Context: an optimization exercise on an open-source flow, tuned for small area. The choices shown serve that exercise and are no tape-out recipe.
In this exercise RTL edits were held to simulation tests only and were not proved equivalent to the original.
Power and IR drop assume default switching activity.

==> flow/design.v <==
module decoder(
	input [3:0] binary_in,
	output reg [6:0] segments
);
	always @(*)
		case (binary_in)
			4'd0: segments = 7'b1000000;
			4'd1: segments = 7'b1111001;
			4'd2: segments = 7'b0100100;
			4'd3: segments = 7'b0110000;
			4'd4: segments = 7'b0011001;
			4'd5: segments = 7'b0010010;
			4'd6: segments = 7'b0000010;
			4'd7: segments = 7'b1111000;
			4'd8: segments = 7'b0000000;
			default: segments = 7'b0010000;
		endcase
endmodule
module speed_select(
	input clk,
	input load,
	output tick
);
	reg [4:0] a;
	reg [6:0] b;
	always @(posedge clk) begin
		if (load) begin
			a <= 5'd0;
			b <= 7'd0;
		end else begin
			a <= {a[3:0], ~(a[4] ^ a[2])};
			b <= {b[5:0], ~(b[6] ^ b[5])};
		end
	end
	assign tick = (a == 5'd14) && (b == 7'd73);
endmodule
module speed_select_tx(
	input clk,
	input load,
	output tick
);
	reg [2:0] a;
	reg [1:0] b;
	reg [2:0] c;
	reg [4:0] d;
	always @(posedge clk) begin
		if (load) begin
			a <= 3'd0;
			b <= 2'd0;
			c <= 3'd0;
			d <= 5'd0;
		end else begin
			a <= a + 3'd1;
			b <= {b[0], ~(b[1] | b[0])};
			c <= {c[1:0], ~(c[2] ^ c[1])};
			d <= {d[3:0], ~(d[4] ^ d[2])};
		end
	end
	assign tick = (a == 3'd5) && (b == 2'd1) && (c == 3'd1) && (d == 5'd1);
endmodule
module my_uart_rx(
	input clk,
	input rst_n,
	input rs232_rx,
	output reg [7:0] rx_data,
	output done
);
	reg [3:0] num;
	wire idle = (num == 4'd0);
	wire start = idle & ~rs232_rx;
	wire tick;
	speed_select timer(.clk(clk), .load(start), .tick(tick));
	wire [3:0] num_next = {num[2:0], ~(num[3] ^ num[2])};
	always @(posedge clk or negedge rst_n)
		if (!rst_n)
			num <= 4'd0;
		else if (start | (tick & ~idle))
			num <= num_next;
	assign done = tick & (num == 4'd8);
	always @(posedge clk)
		if (tick) begin
			case (num)
				4'd3:  rx_data[0] <= rs232_rx;
				4'd7:  rx_data[1] <= rs232_rx;
				4'd13: rx_data[2] <= rs232_rx;
				4'd11: rx_data[3] <= rs232_rx;
				4'd6:  rx_data[4] <= rs232_rx;
				4'd9:  rx_data[5] <= rs232_rx;
				4'd2:  rx_data[6] <= rs232_rx;
				4'd5:  rx_data[7] <= rs232_rx;
				default: ;
			endcase
		end
endmodule
module my_uart_tx(
	input clk,
	input rst_n,
	input [7:0] rx_data,
	input start,
	output reg rs232_tx
);
	reg [3:0] num;
	wire tick;
	speed_select_tx timer(.clk(clk), .load(start), .tick(tick));
	always @(posedge clk or negedge rst_n)
		if (!rst_n)
			num <= 4'd0;
		else if (start)
			num <= 4'd1;
		else if (tick && num != 4'd0)
			num <= {num[2:0], ~(num[3] ^ num[2])};
	always @(posedge clk or negedge rst_n)
		if (!rst_n)
			rs232_tx <= 1'b1;
		else if (tick)
			case (num)
				4'd1:  rs232_tx <= 1'b0;
				4'd3:  rs232_tx <= rx_data[0];
				4'd7:  rs232_tx <= rx_data[1];
				4'd14: rs232_tx <= rx_data[2];
				4'd13: rs232_tx <= rx_data[3];
				4'd11: rs232_tx <= rx_data[4];
				4'd6:  rs232_tx <= rx_data[5];
				4'd12: rs232_tx <= rx_data[6];
				4'd9:  rs232_tx <= rx_data[7];
				default: rs232_tx <= 1'b1;
			endcase
endmodule
module my_uart_top(
	input clk,
	input rst_n,
	input rs232_rx,
	output rs232_tx,
	output [3:0] leds,
	output [9:0] segments
);
	wire [7:0] rx_data;
	wire done;
	my_uart_rx my_uart_rx(.clk(clk), .rst_n(rst_n), .rs232_rx(rs232_rx),
		.rx_data(rx_data), .done(done));
	my_uart_tx my_uart_tx(.clk(clk), .rst_n(rst_n), .rx_data(rx_data),
		.start(done), .rs232_tx(rs232_tx));
	reg [2:0] led;
	reg zero;
	reg [3:0] show;
	reg [9:0] acc;       
	reg [3:0] a_mod;     
	wire [2:0] state = zero ? 3'd0 : led + 3'd1;
	wire [7:0] d = rx_data - 8'd48;
	wire is_e = (rx_data == 8'd101);
	wire [3:0] acc_mod = acc % 10;
	wire [4:0] sum = a_mod + acc_mod;
	wire [3:0] sum_mod = (sum >= 5'd10) ? sum - 5'd10 : sum[3:0];
	always @(posedge clk or negedge rst_n)
		if (!rst_n) begin
			led <= 3'd0;
			zero <= 1'b1;
			show <= 4'd0;
		end else if (done) begin
			led <= state;
			zero <= (state == 3'd3) & ~is_e;
			if (state == 3'd7 && is_e)
				show <= sum_mod;
		end
	always @(posedge clk)
		if (done) begin
			if (state[1:0] == 2'd3)
				a_mod <= acc_mod;
			else if (state[1:0] == 2'd0)
				acc <= {2'b00, d};
			else
				acc <= {acc[6:0], 3'b000} + {acc[8:0], 1'b0} + {2'b00, d};
		end
	assign leds = {1'b0, led};
	decoder dec(.binary_in(show), .segments(segments[6:0]));
	assign segments[9:7] = 3'b000;
endmodule
==> flow/run.sh <==
#!/bin/bash
# synth_recipe.tcl (not shown) runs the flow's synth.tcl, then flattens the netlist and writes it again
# the make line also repeats each setting of config.mk as NAME=value (left out here)
make -C /OpenROAD-flow-scripts/flow DESIGN_CONFIG=/design/flow/config.mk WORK_HOME=/design/flow/orfs CLKGATE_MAP_FILE= SYNTH_SCRIPT=/design/flow/synth_recipe.tcl finish
==> flow/config.mk <==
export PLATFORM = sky130hd
export DESIGN_NAME = my_uart_top
export DESIGN_NICKNAME = my_uart_top
export VERILOG_FILES = /design/flow/design.v
export SDC_FILE = /design/flow/constraint.sdc
export NUM_CORES = 4
export LEC_CHECK = 0
export CAP_MARGIN = 20
export CORE_MARGIN = 2
export CORE_UTILIZATION = 40
export SLEW_MARGIN = 20
==> flow/constraint.sdc <==
create_clock -name core_clock -period 20.0 [get_ports {clk}]
set_input_delay 4.0000 -clock core_clock [delete_from_list [all_inputs] [get_ports {clk}]]
set_output_delay 4.0000 -clock core_clock [all_outputs]
set_load 0.01 [all_outputs]
==> key figures <==
Route
  • DRT antenna net count: 0
  • Vias per cell: about 5.5
  • Routed WL: 9.234 mm
  • Via count: 3610
  • Drt wl/cell: around 14 um
  • Post-route DRC violation count: 0
  • DRT Pass-1 Iters: 4
  • Starting DRC count in detailed routing: 185

Worst setup path
  • Cell count along the critical path: 21
  • End of the worst register-to-register path: show[2]$_DFFE_PN0P_
  • CP Launch Point: acc[7]$_DFFE_PP_
  • Slowest stage cell, crit path: o32ai_1
  • Worst-path cell chain: nor2_4 > clkinv_2 > ha_1 > nor2b_1 > a21oi_1 > or3_1 > o32ai_1 > o31ai_2 > a311oi_2 > nand4_2 > xnor2_1 > ha_1 > mux2i_1 > ha_1 > xor2_1 > ha_1 > nand2_1 > a221oi_1 > mux2i_1 > nor2_1 > a21oi_1
  • Reg2Reg Depth: 21
  • CP delay by family, top: compound AO/OA/AOI/OAI gates
  • Startpoint types: register
  • Critical path endpoint category: register
  • Reg2reg setup slack: 13.34 ns
  • WP data required: around 20 ns
  • CP peak stage delay: roughly 0.9 ns
  • CP Class: reg -> reg
  • Crit-path max FO: 24
  • WP buf/inv: 1
  • Most used cell along the critical path: ha_1
  • CP endpoint: show[2]$_DFFE_PN0P_
  • R2r startpoint: acc[7]$_DFFE_PP_
  • CP arrival: just under 7 ns

Yosys
  • Avg Cell Area, Syn: between 9 and 10 um2
  • Mapped Area: about 4700 um2
  • Synth top area share: 0.1403
  • Area leader, netlist: edfxtp_1
  • Synth unique cells: 87
  • Top FF cell, synth: dfxtp_1
  • Register area share after synthesis: 0.3374
  • Top cells by area, synth: edfxtp_1, dfxtp_1, ha_1
  • FF+latch count, synth: between 60 and 70
  • Async SR Flop Fraction: 0.2656
  • Synth warn: 6
  • Post-synth EDFFs: 22
  • Cells after synthesis: between 500 and 600

STA
  • Final period utilization: 0.3332
  • Clock skew: 0.003627 ns
  • WHS: 0.4055 ns
  • Max Fclk: roughly 150 MHz
  • TNS Setup: 0 ns
  • Worst-Margin Slew: slightly above 1 ns
  • Worst setup margin: 13.34 ns
  • Period minus WS final: 6.665 ns
  • Fin. Hold Viols: 0
  • RSZ-0062 raised after global routing: false
  • Final setup fails: 0
  • Normalized max-slew margin: 0.3231
  • Fin. max-slew vios: 0

Placement
  • Placed cell areas: between 4000 and 5000 um2
  • I/O Buffers: 13
  • RD Place Congestion: 0.8643
  • DP Cell Count: around 650
  • Detailed Place HPWL: 6.957 mm
  • Pre-CTS WS: 13.35 ns

Floorplanning
  • Die width: roughly 110 um
  • Initial Utilization: 0.4107
  • # rows: 39
  • Floorplan Core Area: around 11000 um2
  • Full die area: roughly 13000 um2
  • Die height: 112.5 um
  • I/O pin cnt: 18

Cells and area
  • Commonest cells after routing, fill and taps aside: nor2_1, a21oi_1, ha_1
  • Ant. Diodes: 0
  • Finished Cell Area: 5180 um2
  • Register area: ~1600 um2
  • Fin cells: ~660
  • Fin nets: roughly 560
  • Multi-input gate area: approximately 2900 um2
  • Layout cell share with drive strength beyond 1: 0.08863
  • Most common cell after layout, fill and taps aside: nor2_1
  • # fillers: 1063
  • Synthesis-to-layout area growth: 9.989%
  • Fin util: 0.4517

GRT
  • Vias in the first global route: approximately 3500
  • GRT overflow: 0
  • First-pass GRT wire length: 16.12 mm
  • Largest net degree at the start of global routing: 26
  • Gr usage total: 0.1540
  • Initial antenna violation count: 0

Clock tree
  • Max Root-Sink Buffers: 2
  • Clk slew on worst S/H paths: approximately 0.050 ns
  • Number of H-tree levels: 3
  • CTS Root Cell: clkbuf_16
  • CTS tree: built
  • Post-CTS Resized: 0
  • Worst-Skew Late Latency: between 0.3 and 0.4 ns
  • Cts hold-fix bufs: 0
  • CTS Sinks: between 60 and 70
  • TritonCTS Buffers: 9
  • Setup bufs post-CTS: 0

Flow run
  • Max Cap Viol: 0

Power
  • Total power: roughly 0.32 mW
  • Lkg Pwr: around 2.1 nW
  • VDD IR max: roughly 76 uV
  • Pwr/cell area: 62.20 nW/um2

Run status
  • Outcome: finished clean

Min path
  • Hold Path Class: reg -> reg
-- per-layer routing --
metal	global-route usage	vias up	wire length, um
li1	-	1839	-
met1	0.2080	1666	4430
met2	0.2394	83	4253
met3	0.03564	22	340
met4	0.06179	0	210
met5	0	-	0
-- cells by family (layout without fill, tap and decap cells) --
group                    count (synthesis)  count (layout)  share of synthesized area
AND/OR/NAND/NOR                        177             177                     0.2064
other                                    1               4                  0.0007963
adder cells (fa/ha/maj)                 43              43                     0.1249
multiplexers                            12              12                    0.02710
AO/OA/AOI/OAI                          127             127                     0.1918
XOR/XNOR                                31              31                    0.05765
flip-flops                              64              64                     0.3374
buffers and inverters                   54              61                    0.05393
-- sequential cells by signal, indices dropped and copies added, names as in the netlist --
signal and flops:
a_mod 4, my_uart_tx.rs232_tx 1, acc 10, my_uart_rx.timer.b 7
my_uart_rx.num 4, my_uart_rx.timer.a 5, my_uart_tx.timer.b 2, my_uart_tx.timer.d 5
my_uart_tx.timer.a 3, my_uart_tx.timer.c 3, show 4, zero 1
my_uart_tx.num 4, my_uart_rx.rx_data 8, led 3
-- worst min-delay path by stage --
| stage | cells after the start | startpoint | slack, ns | to |
|---|---|---|---|---|
| CTS | 1 | my_uart_tx.timer.b[1]$_SDFF_PP0_ | 0.41 | my_uart_tx.timer.b[0]$_SDFF_PP0_ |
| global route | 1 | my_uart_tx.timer.b[1]$_SDFF_PP0_ | 0.44 | my_uart_tx.timer.b[0]$_SDFF_PP0_ |
| detailed placement | 1 | my_uart_tx.timer.b[1]$_SDFF_PP0_ | 0.41 | my_uart_tx.timer.b[0]$_SDFF_PP0_ |
| global placement | 1 | my_uart_tx.timer.b[1]$_SDFF_PP0_ | 0.40 | my_uart_tx.timer.b[0]$_SDFF_PP0_ |
| floorplan | 1 | my_uart_tx.timer.b[1]$_SDFF_PP0_ | 0.39 | my_uart_tx.timer.b[0]$_SDFF_PP0_ |
| finish | 1 | my_uart_tx.timer.b[1]$_SDFF_PP0_ | 0.41 | my_uart_tx.timer.b[0]$_SDFF_PP0_ |
-- cells in the mapped netlist (3+ instances only) --
master     count
nor3_1        14
a31oi_1        4
nor2_1        42
xnor2_1       21
xor2_1        10
o21ai_1        8
a221oi_1       4
mux2_2         6
nor4_1         3
edfxtp_1      22
nand3b_1       5
a41oi_1        3
and3_1         3
ha_1          35
and2_1        18
dfrtp_1       15
nand3_1        8
buf_4          8
nor2b_1       11
dfxtp_1       25
mux2i_1        6
nand2b_1      11
fa_1           7
o211ai_1       5
nor3b_1        6
a21o_1         5
nand2_1       34
inv_1         28
buf_2          4
o21bai_1       4
a2bb2oi_1      3
clkbuf_1       8
a22o_1         3
nor4b_1        3
a21oi_1       35
o21ai_0       14
-- worst register-to-register path: stages (launching register included) --
cell,delay [ns]
edfxtp_1,0.69
nor2_4,0.23
clkinv_2,0.11
ha_1,0.34
nor2b_1,0.44
a21oi_1,0.18
or3_1,0.41
o32ai_1,0.89
o31ai_2,0.20
a311oi_2,0.41
nand4_2,0.21
xnor2_1,0.25
ha_1,0.27
mux2i_1,0.18
ha_1,0.29
xor2_1,0.27
ha_1,0.24
nand2_1,0.06
a221oi_1,0.50
mux2i_1,0.25
nor2_1,0.05
a21oi_1,0.11
-- where the power goes --
part           total [mW]  switching (mW)  internal, mW  leakage [nW]
sequential          0.158         0.00834         0.149         0.630
clock               0.145          0.0546        0.0906         0.143
combinational      0.0194         0.00852        0.0109          1.33
-- cell type report --
class / count / area share
flip-flops and latches: 64 / 0.3068
clock inverters: 4 / 0.005072
inverters: 32 / 0.02343
well taps: 143 / 0.03454
repair buffers: 13 / 0.02512
clock buffers: 12 / 0.04952
multi-input cells: 394 / 0.5556

-- what the ideal ports hide --
The flow's constraints put no driver on any port. The routed layout listed below was extracted and timed again, unchanged, in two steps. Step 1, drivers: a clkbuf_16 drives clk and a buf_2 each remaining input, both assumed. Step 2 moves the port delays by t, midway between the first and last clock arrival at a register: inputs arrive t later, outputs are due t later. That takes back most of the time a late clock gives input paths. a / b / c = no drivers / after step 1 / after step 2; a / b = the first two.
t (ns): 0.360
slack for setup (ns): 13.335 / 13.335 / 13.335
hold WS [ns]: 0.406 / 0.406 / 0.406
worst data-port slew with drivers (ns): 0.03
After both steps this run still meets setup and hold. For this run, drivers alone change the setup slack by 0.000 ns; drivers and shift together by 0.000 ns.
